Background: an optimization exercise with open tools, aiming at small area. Do not read the settings as production practice.
Where RTL was checked, it was by simulation tests only, not by an equivalence proof against the original.
Power is estimated from default activity; no workload was simulated.

==> run X <==
==> flow/design.v <==
`timescale 1ns / 1ps
module DECODER(
	input[2:0] ADDR,
	output[0:7] SELECT
    );
reg[0:7] DEC;
assign SELECT = ~DEC;
always@* begin
 case(ADDR)
	3'd0: DEC=8'b10000000;
   3'd1: DEC=8'b01000000;
   3'd2: DEC=8'b00100000;
   3'd3: DEC=8'b00010000;
   3'd4: DEC=8'b00001000;
   3'd5: DEC=8'b00000100;
   3'd6: DEC=8'b00000010;
   default: DEC=8'b00000001;
 endcase
end
endmodule
`timescale 1ns / 1ps
module COL_COUNTER(
	input CLK, RST,
	output reg [2:0] Q
    );
always @ (posedge CLK, posedge RST) begin
	if(RST) Q <= 3'd0;
	else Q <= Q + 3'd1;
end
endmodule
`timescale 1ns / 1ps
module LR5_MATRIX_DISP(
	input CLK, RST,
	input [63:0] SEQ,
	output [0:7] ROW,
	output [0:7] COL
    );
wire [2:0] C;
COL_COUNTER COL_CNT(.CLK(CLK), .RST(RST), .Q(C));
DECODER COL_DEC(.ADDR(C), .SELECT(COL));
genvar r;
generate
	for (r = 0; r < 8; r = r + 1) begin : row_gen
		wire [7:0] BYTE = SEQ[63-8*r -: 8];
		assign ROW[r] = BYTE[3'd7 - C];
	end
endgenerate
endmodule
`timescale 1ns / 1ps
module PWM_FSM (
	input CLK,
	input RST,
	input LD,
	input [3:0] NK,
	input [3:0] PWM_IN,
	output reg PWM_P
 );
 reg [3:0] PWM_REG;
 always @(posedge CLK) if (LD) PWM_REG <= PWM_IN;
 wire g0 = PWM_REG[0] & NK[0];
 wire g1 = (PWM_REG[1] & NK[1]) | (g0 & (PWM_REG[1] | NK[1]));
 wire g2 = (PWM_REG[2] & NK[2]) | (g1 & (PWM_REG[2] | NK[2]));
 wire g3 = (PWM_REG[3] & NK[3]) | (g2 & (PWM_REG[3] | NK[3]));
 always @(posedge CLK, posedge RST)
	if (RST) PWM_P <= 1'b0;
	else PWM_P <= g3;
endmodule
`timescale 1ns / 1ps
module SHIFT_REG(
	input clk, shift_l, shift_r, rst,
	output reg[63:0] shift
    );
always@(posedge clk, posedge rst)begin
	if(rst) shift<={{4'hD},{4'h4},{4'h7},{4'hA},{4'h8},{4'hB},{4'h8},{4'hD},{4'h3},{4'h5},{4'h2},
		{4'hF},{4'hB},{4'hC},{4'h7},{4'h0}};
	else if(shift_l) shift<=shift<<<4;
	else if(shift_r) shift<=shift>>>4;
end
endmodule
`timescale 1ns / 1ps
module LR5_TOP(
	input CLK_100,
	input BTN_0,BTN_1,BTN_2,BTN_3,
	output[0:7] ROW, 
	output[0:7] COL_B,
	output[0:15] LED
    );
wire RST = BTN_0;
wire RE = BTN_1;
wire LEFT = BTN_2;
wire RIGHT = BTN_3;
wire [63:0] SHIFT;
SHIFT_REG SH_REG(.clk(CLK_100), .shift_l(LEFT), .shift_r(RIGHT), .rst(RST), .shift(SHIFT));
reg [3:0] ST;
reg FRESH;
always @(posedge CLK_100, posedge RST) begin
	if (RST) begin
		ST <= 4'd0;
		FRESH <= 1'b1;
	end else begin
		if (ST == 4'd14) FRESH <= 1'b0;
		if (RE) ST <= 4'd0;
		else if (ST == 4'd0) ST <= 4'd14;
		else if (ST == 4'd15) ST <= 4'd1;
		else ST <= ST + 4'd1;
	end
end
wire LD = (ST == 4'd14);
wire BLOCK = RE | (ST == 4'd0) | (LD & FRESH);
wire [3:0] NK = BLOCK ? 4'd0 : (ST == 4'd15) ? 4'hF : ~ST;
genvar i;
generate
	for(i=0; i<16; i=i+1)begin : pwm_gen
		PWM_FSM PWM(.CLK(CLK_100), .RST(RST), .LD(LD), .NK(NK),
			.PWM_IN(SHIFT[4*i+:4]), .PWM_P(LED[i]));
	end
endgenerate
LR5_MATRIX_DISP MATRIX(.CLK(CLK_100), .RST(RST), .SEQ(SHIFT), .ROW(ROW), .COL(COL_B));
endmodule
==> flow/flow/run.sh <==
#!/bin/bash
# Standard ORFS layout (the standard.sh), with two changes:
#  - port buffers are the smallest buffer cell instead of the one buffer_ports picks;
#  - clock tree synthesis inserts no dummy loads and uses small clock buffers.
set -euo pipefail
bash standard.sh \
  "BUFFER_PORTS_ARGS=-buffer_cell sky130_fd_sc_hd__buf_1" \
  "CTS_ARGS=-sink_clustering_enable -repair_clock_nets -dont_use_dummy_load -buf_list {sky130_fd_sc_hd__clkbuf_1 sky130_fd_sc_hd__clkbuf_2 sky130_fd_sc_hd__clkbuf_4 sky130_fd_sc_hd__clkbuf_8}" \
  finish > standard_flow.log 2>&1
==> flow/standard.sh <==
#!/bin/bash
# synth_recipe.tcl (not shown) runs the flow's synth.tcl, then flattens the netlist and writes it again
# the make line also repeats each setting of config.mk as NAME=value (left out here)
make -C /OpenROAD-flow-scripts/flow DESIGN_CONFIG=/design/flow/config.mk WORK_HOME=/design/flow/orfs CLKGATE_MAP_FILE= SYNTH_SCRIPT=/design/flow/synth_recipe.tcl "${@:-finish}"
==> flow/config.mk <==
export PLATFORM = sky130hd
export DESIGN_NAME = LR5_TOP
export DESIGN_NICKNAME = LR5_TOP
export VERILOG_FILES = /design/flow/design.v
export SDC_FILE = /design/flow/constraint.sdc
export NUM_CORES = 4
export LEC_CHECK = 0
export ABC_AREA = 1
export CAP_MARGIN = 20
export CORE_MARGIN = 2
export CORE_UTILIZATION = 40
export SLEW_MARGIN = 20
==> flow/constraint.sdc <==
create_clock -name core_clock -period 10.0 [get_ports {CLK_100}]
set_input_delay 2.0000 -clock core_clock [delete_from_list [all_inputs] [get_ports {CLK_100}]]
set_output_delay 2.0000 -clock core_clock [all_outputs]
set_load 0.01 [all_outputs]
==> run H (differences from run X) <==
==> flow/run.sh (new file) <==
#!/bin/bash
# synth_recipe.tcl (not shown) runs the flow's synth.tcl, then flattens the netlist and writes it again
# the make line also repeats each setting of config.mk as NAME=value (left out here)
make -C /OpenROAD-flow-scripts/flow DESIGN_CONFIG=/design/flow/config.mk WORK_HOME=/design/flow/orfs CLKGATE_MAP_FILE= SYNTH_SCRIPT=/design/flow/synth_recipe.tcl finish
Settings changed: ABC_AREA 1 to not set.
removed: flow/flow/run.sh
removed: flow/standard.sh
==> run F (differences from run X) <==
==> flow/design.v, changed modules only <==
module NAND3(input A, B, C, output Y);
	assign Y = ~(A & B & C);
endmodule
module INV(input A, output Y);
	assign Y = ~A;
endmodule
module DECODER(
	input[2:0] ADDR,
	output[0:7] SEL,
	output[0:7] SELECT
    );
wire [2:0] N;
INV I0(.A(ADDR[0]), .Y(N[0]));
INV I1(.A(ADDR[1]), .Y(N[1]));
INV I2(.A(ADDR[2]), .Y(N[2]));
genvar k;
generate
	for (k = 0; k < 8; k = k + 1) begin : dec_gen
		NAND3 D(.A(k[0] ? ADDR[0] : N[0]), .B(k[1] ? ADDR[1] : N[1]),
			.C(k[2] ? ADDR[2] : N[2]), .Y(SELECT[k]));
		INV I(.A(SELECT[k]), .Y(SEL[k]));
	end
endgenerate
endmodule
module AOI222(input A1, A2, B1, B2, C1, C2, output Y);
	assign Y = ~((A1 & A2) | (B1 & B2) | (C1 & C2));
endmodule
module AOI22(input A1, A2, B1, B2, output Y);
	assign Y = ~((A1 & A2) | (B1 & B2));
endmodule
module SEL8(input [7:0] D, input [7:0] S, output Y);
	wire y0, y1, y2;
	AOI222 G0(.A1(D[0]), .A2(S[0]), .B1(D[1]), .B2(S[1]), .C1(D[2]), .C2(S[2]), .Y(y0));
	AOI222 G1(.A1(D[3]), .A2(S[3]), .B1(D[4]), .B2(S[4]), .C1(D[5]), .C2(S[5]), .Y(y1));
	AOI22 G2(.A1(D[6]), .A2(S[6]), .B1(D[7]), .B2(S[7]), .Y(y2));
	NAND3 G3(.A(y0), .B(y1), .C(y2), .Y(Y));
endmodule
module LR5_MATRIX_DISP(
	input CLK, RST,
	input [63:0] SEQ,
	output [0:7] ROW,
	output [0:7] COL
    );
wire [2:0] C;
wire [0:7] OH;
COL_COUNTER COL_CNT(.CLK(CLK), .RST(RST), .Q(C));
DECODER COL_DEC(.ADDR(C), .SEL(OH), .SELECT(COL));
genvar r, k;
generate
	for (r = 0; r < 8; r = r + 1) begin : row_gen
		wire [7:0] D;
		for (k = 0; k < 8; k = k + 1) begin : k_gen
			assign D[k] = SEQ[63 - 8*r - k];
		end
		SEL8 RSEL(.D(D), .S({OH[7], OH[6], OH[5], OH[4], OH[3], OH[2], OH[1], OH[0]}), .Y(ROW[r]));
	end
endgenerate
endmodule
module MAJ3(input A, B, C, output Y);
	assign Y = (A & B) | (C & (A | B));
endmodule
module PWM_CMP(input [3:0] R, input [3:0] NK, output Y);
	wire g0 = R[0] & NK[0];
	wire g1, g2;
	MAJ3 M1(.A(R[1]), .B(g0), .C(NK[1]), .Y(g1));
	MAJ3 M2(.A(R[2]), .B(g1), .C(NK[2]), .Y(g2));
	MAJ3 M3(.A(R[3]), .B(g2), .C(NK[3]), .Y(Y));
endmodule
module PWM_FSM (
	input CLK,
	input RST,
	input LD,
	input [3:0] NK,
	input [63:0] PWM_IN,
	output reg [0:15] PWM_P
 );
 reg [63:0] PWM_REG;
 always @(posedge CLK) if (LD) PWM_REG <= PWM_IN;
 wire [0:15] NEXT;
 genvar i;
 generate
	for (i = 0; i < 16; i = i + 1) begin : ch_gen
		PWM_CMP CMP(.R(PWM_REG[4*i+:4]), .NK(NK), .Y(NEXT[i]));
	end
 endgenerate
 always @(posedge CLK, posedge RST)
	if (RST) PWM_P <= 16'd0;
	else PWM_P <= NEXT;
endmodule
module SEL2(input A, SA, B, SB, output Y);
	assign Y = (A & SA) | (B & SB);
endmodule
module SEL3(input A, SA, B, SB, C, SC, output Y);
	assign Y = (A & SA) | (B & SB) | (C & SC);
endmodule
module SHIFT_REG(
	input clk, shift_l, shift_r, rst,
	output reg[63:0] shift
    );
wire SL = shift_l;
wire SR = ~shift_l & shift_r;
wire SH = ~shift_l & ~shift_r;
wire [63:0] NEXT;
genvar i;
generate
	for (i = 0; i < 64; i = i + 1) begin : bit_gen
		if (i < 4) begin : lo
			SEL2 SEL(.A(shift[i+4]), .SA(SR), .B(shift[i]), .SB(SH), .Y(NEXT[i]));
		end else if (i >= 60) begin : hi
			SEL2 SEL(.A(shift[i-4]), .SA(SL), .B(shift[i]), .SB(SH), .Y(NEXT[i]));
		end else begin : mid
			SEL3 SEL(.A(shift[i-4]), .SA(SL), .B(shift[i+4]), .SB(SR), .C(shift[i]), .SC(SH), .Y(NEXT[i]));
		end
	end
endgenerate
always@(posedge clk, posedge rst)begin
	if(rst) shift<={{4'hD},{4'h4},{4'h7},{4'hA},{4'h8},{4'hB},{4'h8},{4'hD},{4'h3},{4'h5},{4'h2},
		{4'hF},{4'hB},{4'hC},{4'h7},{4'h0}};
	else shift<=NEXT;
end
endmodule
module LR5_TOP(
	input CLK_100,
	input BTN_0,BTN_1,BTN_2,BTN_3,
	output[0:7] ROW, 
	output[0:7] COL_B,
	output[0:15] LED
    );
wire RST = BTN_0;
wire RE = BTN_1;
wire LEFT = BTN_2;
wire RIGHT = BTN_3;
wire [63:0] SHIFT;
SHIFT_REG SH_REG(.clk(CLK_100), .shift_l(LEFT), .shift_r(RIGHT), .rst(RST), .shift(SHIFT));
reg [3:0] K;
reg FRESH;
wire LD = (K == 4'd14);
always @(posedge CLK_100, posedge RST) begin
	if (RST) begin
		K <= 4'd15;
		FRESH <= 1'b1;
	end else begin
		if (LD) FRESH <= 1'b0;
		if (RE) K <= 4'd15;
		else if (K == 4'd15) K <= 4'd14;
		else if (LD) K <= 4'd0;
		else K <= K + 4'd1;
	end
end
wire BLOCK = RE | (LD & FRESH);
wire [3:0] NK = BLOCK ? 4'd0 : ~K;
PWM_FSM PWM(.CLK(CLK_100), .RST(RST), .LD(LD), .NK(NK), .PWM_IN(SHIFT), .PWM_P(LED));
LR5_MATRIX_DISP MATRIX(.CLK(CLK_100), .RST(RST), .SEQ(SHIFT), .ROW(ROW), .COL(COL_B));
endmodule
==> flow/flow/run.sh (replaced) <==
#!/bin/bash
# Standard ORFS layout (the standard.sh), with these changes:
#  - port buffers are the smallest buffer cell instead of the one buffer_ports picks;
#  - clock tree synthesis inserts no dummy loads and uses small clock buffers;
#  - after floorplan, combinational cells get their smallest drive strength
#    (repair_design later upsizes or buffers where slew or load needs it);

set -euo pipefail
bash standard.sh \
  "BUFFER_PORTS_ARGS=-buffer_cell sky130_fd_sc_hd__buf_1" \
  "CTS_ARGS=-sink_clustering_enable -repair_clock_nets -dont_use_dummy_load -buf_list {sky130_fd_sc_hd__clkbuf_1 sky130_fd_sc_hd__clkbuf_2 sky130_fd_sc_hd__clkbuf_4 sky130_fd_sc_hd__clkbuf_8}" \
  "POST_FLOORPLAN_TCL=$PWD/flow/downsize.tcl" \
  finish > standard_flow.log 2>&1
==> flow/flow/downsize.tcl (new file) <==
# Replace every combinational cell by the smallest-area cell of the same
# function family (same base name, other drive strength).
set n 0
set saved 0.0
foreach inst [get_cells *] {
  set master [get_property $inst ref_name]
  if {![regexp {^(sky130_fd_sc_hd__[a-z0-9]+)_([0-9]+)$} $master -> base drive]} { continue }
  if {[regexp {^sky130_fd_sc_hd__(df|edf|sdf|dl|sdl|clk|tap|fill|decap|conb|dly|lpflow|buf|inv|bufinv|probe|diode)} $base]} { continue }
  set best $master
  set best_area [get_property [get_lib_cells */$master] area]
  foreach d {0 1 2} {
    set cand ${base}_$d
    set lcs [get_lib_cells -quiet */$cand]
    if {[llength $lcs] == 0} { continue }
    if {[lsearch $::env(DONT_USE_CELLS) $cand] >= 0} { continue }
    set a [get_property $lcs area]
    if {$a < $best_area} { set best $cand; set best_area $a }
  }
  if {$best ne $master} {
    set saved [expr {$saved + [get_property [get_lib_cells */$master] area] - $best_area}]
    replace_cell $inst [get_lib_cells */$best]
    incr n
  }
}
puts "downsize: replaced $n cells, saved $saved um2"
Settings changed: ABC_AREA 1 to not set, SYNTH_HIERARCHICAL set to 1.
==> run summary <==
| item | run H | run F | run X |
|---|---|---|---|
| Final cell area excluding filler cells | 8490 µm² | 6800 µm² | 7590 µm² |
| Clock latency at the later pin of the worst-skew pair | 0.43 ns | 0.44 ns | 0.46 ns |
| Global-route track usage on met3 | 3.29% | 3.87% | 3.74% |
| Post-DP HPWL | 10500 µm | 8210 µm | 11800 µm |
| Timing startpoint of the critical path | MATRIX.COL_CNT.Q[1] | MATRIX.COL_CNT.Q[0] | MATRIX.COL_CNT.Q[1] |
| Sequential group share of total power | 41.8% | 61.7% | 52.8% |
| Largest net degree at the start of global routing | 125 | 66 | 65 |
| Post-route met1 wirelength | 7630 µm | 5480 µm | 8470 µm |
| Tapcell Cnt | 234 | 188 | 229 |
| Destination of the critical timing path | COL_B[3] | ROW[4] | COL_B[3] |
| Post-synthesis instance area | 7490 µm² | 6220 µm² | 7190 µm² |
| Post-layout power | 1.70 mW | 1.23 mW | 1.57 mW |
| Sequential fraction of total cell area | 49.1% | 61.4% | 54.9% |
| Result of the run | finished clean | finished clean | finished clean |
| Final Worst Setup Slack | 5.11 ns | 5.98 ns | 5.12 ns |
| Register-to-register path setup slack | 6.42 ns | 7.55 ns | 7.30 ns |
Function not checked in run F: the RTL went through the layout flow alone.

afterwards: timing with drivers on the ports:
In the flow no input, the clock included, has a driving cell. The finished layouts below were timed again as built, in two steps. Step 1: set_driving_cell puts a clkbuf_16 on CLK_100 and a buf_2 on each other input, an assumption about the parent block. Step 2 moves the port delays by t, midway between the first and last clock arrival at a register: inputs arrive t later, outputs are due t later. That takes back most of the time a late clock gives input paths. Slacks: no drivers / after step 1 / after step 2; pairs: no drivers / after step 1.
| run | t (ns) | setup slack, ns | slew at the worst register clock pin (ns) | worst slew at a driven data input, ns | pins driven straight from the clock port |
|---|---|---|---|---|---|
| run X | 0.485 | 5.121 / 5.086 / 5.571 | 0.08 / 0.08 | 0.03 | 1 |
| run H | 0.466 | 5.107 / 5.064 / 5.224 | 0.06 / 0.06 | 0.03 | 1 |
| run F | 0.459 | 5.984 / 5.950 / 6.070 | 0.08 / 0.08 | 0.03 | 1 |
After both steps setup and hold are still met in every run listed.
